What follows belongs to an exercise in optimizing a design on an open flow for small area; a production flow would make more cautious choices. In this exercise RTL edits were held to simulation tests only and were not proved equivalent to the original. Power is estimated from default activity; no workload was simulated.

--- run.sh ---
#!/bin/bash
# synth_recipe.tcl (not shown) runs the flow's synth.tcl, then flattens the netlist and writes it again
# the make line also repeats each setting of config.mk as NAME=value (left out here)
make -C /OpenROAD-flow-scripts/flow DESIGN_CONFIG=/design/flow/config.mk WORK_HOME=/design/flow/orfs CLKGATE_MAP_FILE= SYNTH_SCRIPT=/design/flow/synth_recipe.tcl finish
--- config.mk ---
export PLATFORM = sky130hd
export DESIGN_NAME = ALU_TOP
export DESIGN_NICKNAME = ALU_TOP
export VERILOG_FILES = /design/flow/design.v
export SDC_FILE = /design/flow/constraint.sdc
export NUM_CORES = 4
export LEC_CHECK = 0
export CAP_MARGIN = 20
export CORE_MARGIN = 2
export CORE_UTILIZATION = 40
export SLEW_MARGIN = 20
--- constraint.sdc ---
create_clock -name core_clock -period 35.0 [get_ports {clk}]
set_input_delay 7.0000 -clock core_clock [delete_from_list [all_inputs] [get_ports {clk}]]
set_output_delay 7.0000 -clock core_clock [all_outputs]
set_load 0.01 [all_outputs]
--- design.v ---
module ari_unit #(parameter width =16,parameter MSB=32)  
(      input      [width-1:0] A,
       input      [width-1:0] B,
       input                  clk,
       input                  rest,
       input      [1:0]       alu_fun,
       input                  ari_EN,
       output reg [width-1:0] ari_out,  
       output reg             carry_out,
       output reg             ari_flag
       );
       reg  [width-1:0] ari_out_reg;  
 always @(posedge clk or negedge rest)  
       begin 
         if(!rest)
        ari_out <='b0;
      else
          ari_out <=ari_out_reg;
       end  
 always @(*)
      begin 
        carry_out=1'b0;
        ari_flag=1'b0;
        ari_out_reg='b0;
        if(ari_EN)
          begin
          case(alu_fun)    
          2'b00: begin
                 { carry_out,ari_out_reg}=A+B;
                  ari_flag=1'b1;
                  end 
          2'b01:begin
                {carry_out,ari_out_reg}=A-B;                  
                 ari_flag=1'b1;
                end                               
          2'b10:begin
                ari_out_reg=A*B;
                ari_flag=1'b1;
                end                                 
          2'b11:begin
                if(B=='b0)
                  ari_out_reg={width{1'b1}};  
                else
                  ari_out_reg=A/B;
                ari_flag=1'b1;
               end                   
          default: ari_out_reg='b0; 
          endcase
        end  
        else
            begin
            ari_out_reg='b0;
            end   
      end
  endmodule   
module cmp_unit #(parameter width =16)  
(      input      [width-1:0] A,
       input      [width-1:0] B,
       input                  clk,
       input                  rest,
       input      [1:0]       alu_fun,
       input                  cmp_EN,
       output reg [width-1:0] cmp_out,
       output reg             cmp_flag
       );
       reg [width-1:0]  cmp_out_reg; 
 always @(posedge clk or negedge rest)   
       begin 
         if(!rest)
        cmp_out <='b0;
      else
          cmp_out <=cmp_out_reg;
       end  
 always @(*)
      begin 
        cmp_flag=1'b0;
        cmp_out_reg=1'b0;
        if(cmp_EN)
          begin
              case(alu_fun)    
              2'b00: begin
                        cmp_out_reg='b0;
                        cmp_flag=1'b1;
                     end                                       
              2'b01:begin
                     if(A==B)
                       begin
                        cmp_out_reg='b1;
                        cmp_flag=1'b1;
                       end 
                      else
                        begin
                        cmp_out_reg='b0;
                        end
                    end
              2'b10:begin
                     if(A>B)
                       begin
                        cmp_out_reg='b10;
                        cmp_flag=1'b1;
                       end 
                      else
                        begin
                        cmp_out_reg='b0;
                        end
                    end
              2'b11:begin
                     if(A<B)
                       begin
                        cmp_out_reg='b11;
                        cmp_flag=1'b1;
                       end 
                      else
                        begin
                        cmp_out_reg='b0;
                        end
                    end
              default: cmp_out_reg='b0; 
              endcase
       end        
       else
          begin
          cmp_out_reg='b0;
          end 
      end
  endmodule   
module log_unit #(parameter width =16)  
(      input      [width-1:0] A,
       input      [width-1:0] B,
       input                  clk,
       input                  rest,
       input      [1:0]       alu_fun,
       input                  log_EN,
       output reg [width-1:0] log_out,
       output reg             log_flag
       );
       reg  [width-1:0] log_out_reg; 
 always @(posedge clk or negedge rest)   
       begin 
         if(!rest)
        log_out <=1'b0;
      else
          log_out <=log_out_reg;
       end  
 always @(*)
      begin 
        log_flag=1'b0;
        log_out_reg='b0;
        if(log_EN)
        begin  
             case(alu_fun)    
             2'b00: begin                    
                        log_out_reg=A&B;
                        log_flag=1'b1;
                    end                                     
            2'b01:begin     
                        log_out_reg=A|B;
                        log_flag=1'b1;
                   end     
            2'b10:begin                  
                        log_out_reg=~(A&B);
                        log_flag=1'b1;
                  end                    
           2'b11:begin           
                        log_out_reg=~(A|B);
                        log_flag=1'b1;
                 end                  
           default: log_out_reg='b0; 
          endcase  
        end
        else
            begin
            log_out_reg='b0;
            end
      end      
  endmodule   
module shift_unit #(parameter width =16)  
(      input      [width-1:0] A,
       input      [width-1:0] B,
       input                  clk,
       input                  rest,
       input      [1:0]       alu_fun,
       input                  shift_EN,
       output reg [(width*2)-1:0] shift_out,
       output reg             shift_flag
       );
       reg  [(width*2)-1:0]  shift_out_reg; 
 always @(posedge clk or negedge rest)   
       begin 
         if(!rest)
        shift_out <='b0;
      else
          shift_out <=shift_out_reg;
       end  
 always @(*)
      begin 
        shift_flag=1'b0;
        shift_out_reg='b0;
        if(shift_EN)
          begin
          case(alu_fun)    
              2'b00:begin              
                        shift_out_reg=A>>1;
                        shift_flag=1'b1;
                    end                                   
              2'b01:begin
                        shift_out_reg=A<<1;
                        shift_flag=1'b1;
                    end                 
              2'b10:begin
                        shift_out_reg=B>>1;
                        shift_flag=1'b1;
                    end 
              2'b11:begin   
                        shift_out_reg=B<<1;
                        shift_flag=1'b1;
                    end 
             default: shift_out_reg='b0; 
             endcase  
          end
          else
             begin
             shift_out_reg='b0;
             end
      end       
  endmodule   
module dec_unit   
(     
       input           [1:0]     alu_fun,
       output    reg             ari_EN,
       output    reg             log_EN,
       output    reg             cmp_EN,
       output    reg             shift_EN
       );
 always @(*)  
       begin 
       ari_EN=1'b0;
       log_EN=1'b0;
       cmp_EN=1'b0;
       shift_EN=1'b0;
       casex(alu_fun)
         2'b00:ari_EN=1'b1;
         2'b11:shift_EN=1'b1;
         2'b10:cmp_EN=1'b1;
         2'b01:log_EN=1'b1;
         default: begin
                   ari_EN=1'b0;
                   log_EN=1'b0;
                   cmp_EN=1'b0;
                   shift_EN=1'b0;
                  end
       endcase           
       end         
endmodule 
module ALU_TOP #(parameter wid =16,parameter MB=32)   
  (
   input  wire [wid-1:0] A,
   input  wire [wid-1:0] B,
   input  wire [3:0]     alu_fun,
   input  wire           clk,
   input  wire           rest,
   output wire  [wid-1:0]  ari_out,   
   output wire            carry_out,
   output wire            ari_flag,
   output wire  [wid-1:0] log_out,
   output wire            log_flag,
   output wire  [wid-1:0] cmp_out,
   output wire            cmp_flag,
   output wire  [wid-1:0] shift_out,
   output wire            shift_flag
   ); 
  wire  AR_EN,LO_EN,CM_EN,SH_EN; 
  wire [1:0]  ms,ls;
  assign ms=alu_fun[1:0];
  assign ls=alu_fun[3:2];
  ari_unit U_arithmatic (
  .A(A),
  .B(B),
  .clk(clk),
  .rest(rest),
  .alu_fun(ms),
  .ari_EN(AR_EN),
  .ari_out(ari_out),
  .carry_out(carry_out),
  .ari_flag(ari_flag)
  );
  cmp_unit U_compare (
  .A(A),
  .B(B),
  .clk(clk),
  .rest(rest),
  .alu_fun(ms),
  .cmp_EN(CM_EN),
  .cmp_out(cmp_out),
  .cmp_flag(cmp_flag)
  );
  log_unit U_logic (
  .A(A),
  .B(B),
  .clk(clk),
  .rest(rest),
  .alu_fun(ms),
  .log_EN(LO_EN),
  .log_out(log_out),
  .log_flag(log_flag)
  );
  shift_unit U_shift (
  .A(A),
  .B(B),
  .clk(clk),
  .rest(rest),
  .alu_fun(ms),
  .shift_EN(SH_EN),
  .shift_out(shift_out),
  .shift_flag(shift_flag)
  );
  dec_unit U_decoder (
  .alu_fun(ls),
  .cmp_EN(CM_EN),
  .ari_EN(AR_EN),
  .shift_EN(SH_EN),
  .log_EN(LO_EN)
  );
endmodule 
==> results.txt <==
## cells by family after synthesis
kind of cell	after synthesis	synth area share [%]
and+or+nand+nor	613	19.0
AOI/OAI and AO/OA	495	22.0
adders and majority gates	318	30.7
buffers and inverters	273	7.24
xor gates and xnor gates	132	7.72
muxes	54	4.96
DFF	50	8.35
other	1	0.0250
## routing by layer
layer,routed length (um),vias to the layer above
li1,-,6943
met1,24400,7410
met2,26700,722
met3,4670,141
met4,2290,0
met5,0,-
## final timing paths
kind	from	endpoint	slack (ns)
min	rest	U_shift.shift_out[2]$_DFF_PN0_	6.80
max	B[9]	U_arithmatic.ari_out[0]$_DFF_PN0_	1.39
min in group core_clock	alu_fun[0]	U_compare.cmp_out[0]$_DFF_PN0_	7.30
max in group asynchronous	rest	U_logic.log_out[0]$_DFF_PN0_	27.74
## cells in the final DEF (no fill, tap or decap), types with 50 or more instances in the layout
master and count:
a21oi_1 125, buf_4 64, clkdlybuf4s50_1 89, dfrtp_1 50, fa_1 82, ha_1 236
inv_1 168, nand2_1 182, nor2_1 195, nor3_1 50, o21ai_0 80, xnor2_1 86
## through the flow
stage	util, %	std cells	worst slack [ns]	power [uW]	hold WS [ns]
after global placement	45.0	2470	0.558	616	7.15
after detailed placement	45.0	2470	-0.319	621	7.17
after floorplan	-	1949	2.62	472	6.70
final	46.3	2486	1.39	697	6.80
after global routing	46.3	2485	-0.131	756	6.87
after CTS	45.5	2478	0.0439	685	6.83
## power by group
group / switching [uW] / leakage (uW) / internal (uW)
Combinational: 332 / 0.00712 / 243
Sequential: 1.22 / 0.000675 / 62.5
Clock: 24.6 / 0.0000771 / 33.8
## repair_timing
action | CTS | global route
endpoints found under the hold margin | 0 | 0
hold buffers | 0 | 0
endpoints found under the setup margin | 1 | 2
pin swaps | 0 | 8
resized for setup | 3 | 53
setup buffers | 0 | 7
## layout make-up
type | instances | area [um2] | area share (%)
Multi-Input combinational cell | 1626 | 12900 | 76.1
Timing Repair Buffer | 158 | 1410 | 8.28
Sequential cell | 50 | 1250 | 7.35
Inverter | 175 | 657 | 3.86
Tap cell | 468 | 586 | 3.44
Clock buffer | 6 | 129 | 0.757
Clock inverter | 2 | 37.5 | 0.221
Antenna cell | 1 | 2.50 | 0.0147
==> results.txt <==
Status:
- The run finished with no timing, DRC or antenna violations.

Route:
- The pre-antenna-repair detailed-routing pass consisted of 5 iterations.
- The detail-routed via count per cell is approximately 6.1.
- Dividing the detail-routed wire length by the instance count gives approximately 23 um.
- For this run, design rule violations remaining after detail routing come to 0.
- In this run the remaining antenna-violating nets after routing total 0.
- The routed wire length is about 58000 um.
- The final route contains between 15000 and 20000 vias.
- The number of DRC markers in iteration 0 is 1455.

Hold path:
- The path class of the tightest hold or removal check is input port to async pin.

Worst setup path:
- For the worst setup path, the data arrival time is 33.81 ns.
- The classification of the worst setup path is input port to flip-flop.
- The slowest library cell on the worst path is or4_4.
- The worst stage delay on the critical path is 0.63 ns.
- In this run the worst path has a maximum fanout of 16.
- The cell that appears most often on the critical path is ha_1.
- The worst setup path is captured at a flip-flop.
- The startpoint type of the worst setup path is an input port.
- The largest delay contributor family on the critical path is compound AO/OA/AOI/OAI gates.
- The critical path crosses roughly 120 cells after its start point.
- STA puts the critical path data required time at about 35 ns.
- The number of buffers and inverters on the critical path is 6.

Placed design:
- Detailed placement finished with a half-perimeter wire length of between 40000 and 50000 um.
- During placement, the flow inserted port buffers numbering 92.
- The routability-driven placement congestion ratio is between 1 and 1.5.
- Summing all placed instances gives a cell area of roughly 17000 um2.

Yosys:
- The share of synthesized area occupied by flip-flops and latches is 8.35%.
- The share of flip-flops with an asynchronous set or reset is 100%.
- After synthesis, the cell types taking the most area are ha_1 (20%), fa_1 (11%), dfrtp_1 (8.4%).
- The library cell with the highest instance count after synthesis is ha_1.
- Synthesis inferred 50 register bits.
- The portion of synthesized cell area occupied by the leading cell type is 19.7%.
- The count of flip-flops with a built-in enable after synthesis is 0.
- The mean instance size in the synthesized netlist is ~7.7 um2.
- The Yosys step of the flow raised 6 warnings.
- The cell type with the largest total area after synthesis is ha_1.
- In this run, distinct cell masters in the synthesized netlist total around 90.
- The post-synthesis instance area is between 10000 and 15000 um2.
- Counting every instance in the synthesized netlist gives a little under 2000.
- By count the netlist is led by ha_1 (236), nor2_1 (197), nand2_1 (185).
- In the synthesized netlist the dominant register cell turns out to be dfrtp_1.

Clock tree:
- The maximum root-to-sink buffer count is 2.
- CTS built an H-tree with a depth of 2.
- Clock-pin slew was measured on the worst setup and hold paths at 0.08 ns.
- The sink count of the clock tree is 50.
- TritonCTS built the clock tree.
- TritonCTS created 5 clock buffers.
- CTS placed an instance of clkbuf_16 at the clock tree root.

Cells and area:
- The fraction of layout cells with a size suffix above 1 is 9.52%.
- The final layout net count is ~2400.
- The finished layout cell area is 17000 um2.
- Fill cells in the final layout number 3636.
- The synthesis-to-layout area growth is 13.6%.

Global route:
- The total routing usage reported by global routing is 29.5%.
- In this run the most used layer during global routing was met2.
- The met2 layer usage reported by global route is roughly 50%.
- Entering global routing, the biggest net connects 63 pins.
- The initial antenna violation count came to 0.
- The first-pass GRT wire length is 87400 um.
- Summed over all layers, the global routing overflow is 0.
- For this run, global-route usage on met1 was measured as approximately two fifths.
- The number of global-route vias before repair was 14743.
- Global routing consumed, on the met3 layer, under 10% of the routing resources.

Power:
- The leakage power of the design is a little under 0.008 uW.
- VDD sags by at most about 0.042 mV.
- The areal power density over the cells is 40.9 nW/um2.

Job:
- Max-cap violations in this run came to 0.

Die:
- The floorplan step defined a core boundary enclosing 36800 um2.
- The starting utilization of the core area is 40.7%.
- The die outline height is between 150 and 200 um.
- The total die area is 39000 um2.
- The number of standard-cell rows in the floorplan is 70.
- The boundary pin count is roughly 110.
- The die is around 200 um wide.

STA:
- The setup TNS is 0 ns.
- The count of pins over their slew limit came to 0.
- The remaining max-slew budget at the tightest pin is approximately a third.
- The post-route minimum period is 33.61 ns.
- For the pin with the worst max-slew slack, the measured transition is around 1 ns.
- In the finished design, the share of the clock period the worst path needs comes to 96.0%.
- The maximum achievable frequency is ~0.030 GHz.
- Setup violations remaining at the end of the flow were counted as 0.
- The hold violation total from the final report is 0.

[re-timing with driven ports]
Ports are ideal in the flow. The routed layout listed here was re-timed in OpenROAD.
Step 1 sets driving cells, clkbuf_16 on the clock port and buf_2 on the other inputs (assumed; they add their load-dependent delay and slew).
Step 2, shift: input delay + t, output delay - t, t = (earliest + latest rising clock arrival at the registers) / 2. This alone moves slack from input paths to output paths.
a / b / c = no drivers / after step 1 / after step 2; a / b = the first two.
t, ns: 0.352
setup WS [ns]: 1.387 / 1.404 / 1.052
latest minus earliest clock arrival (ns): 0.014 / 0.014
worst register clock-pin slew, ns: 0.08 / 0.08
pins driven straight from the clock port: 1
After both steps setup and hold are still met in this run. For this run, drivers alone change the setup slack by +0.017 ns; drivers and shift together by -0.335 ns.
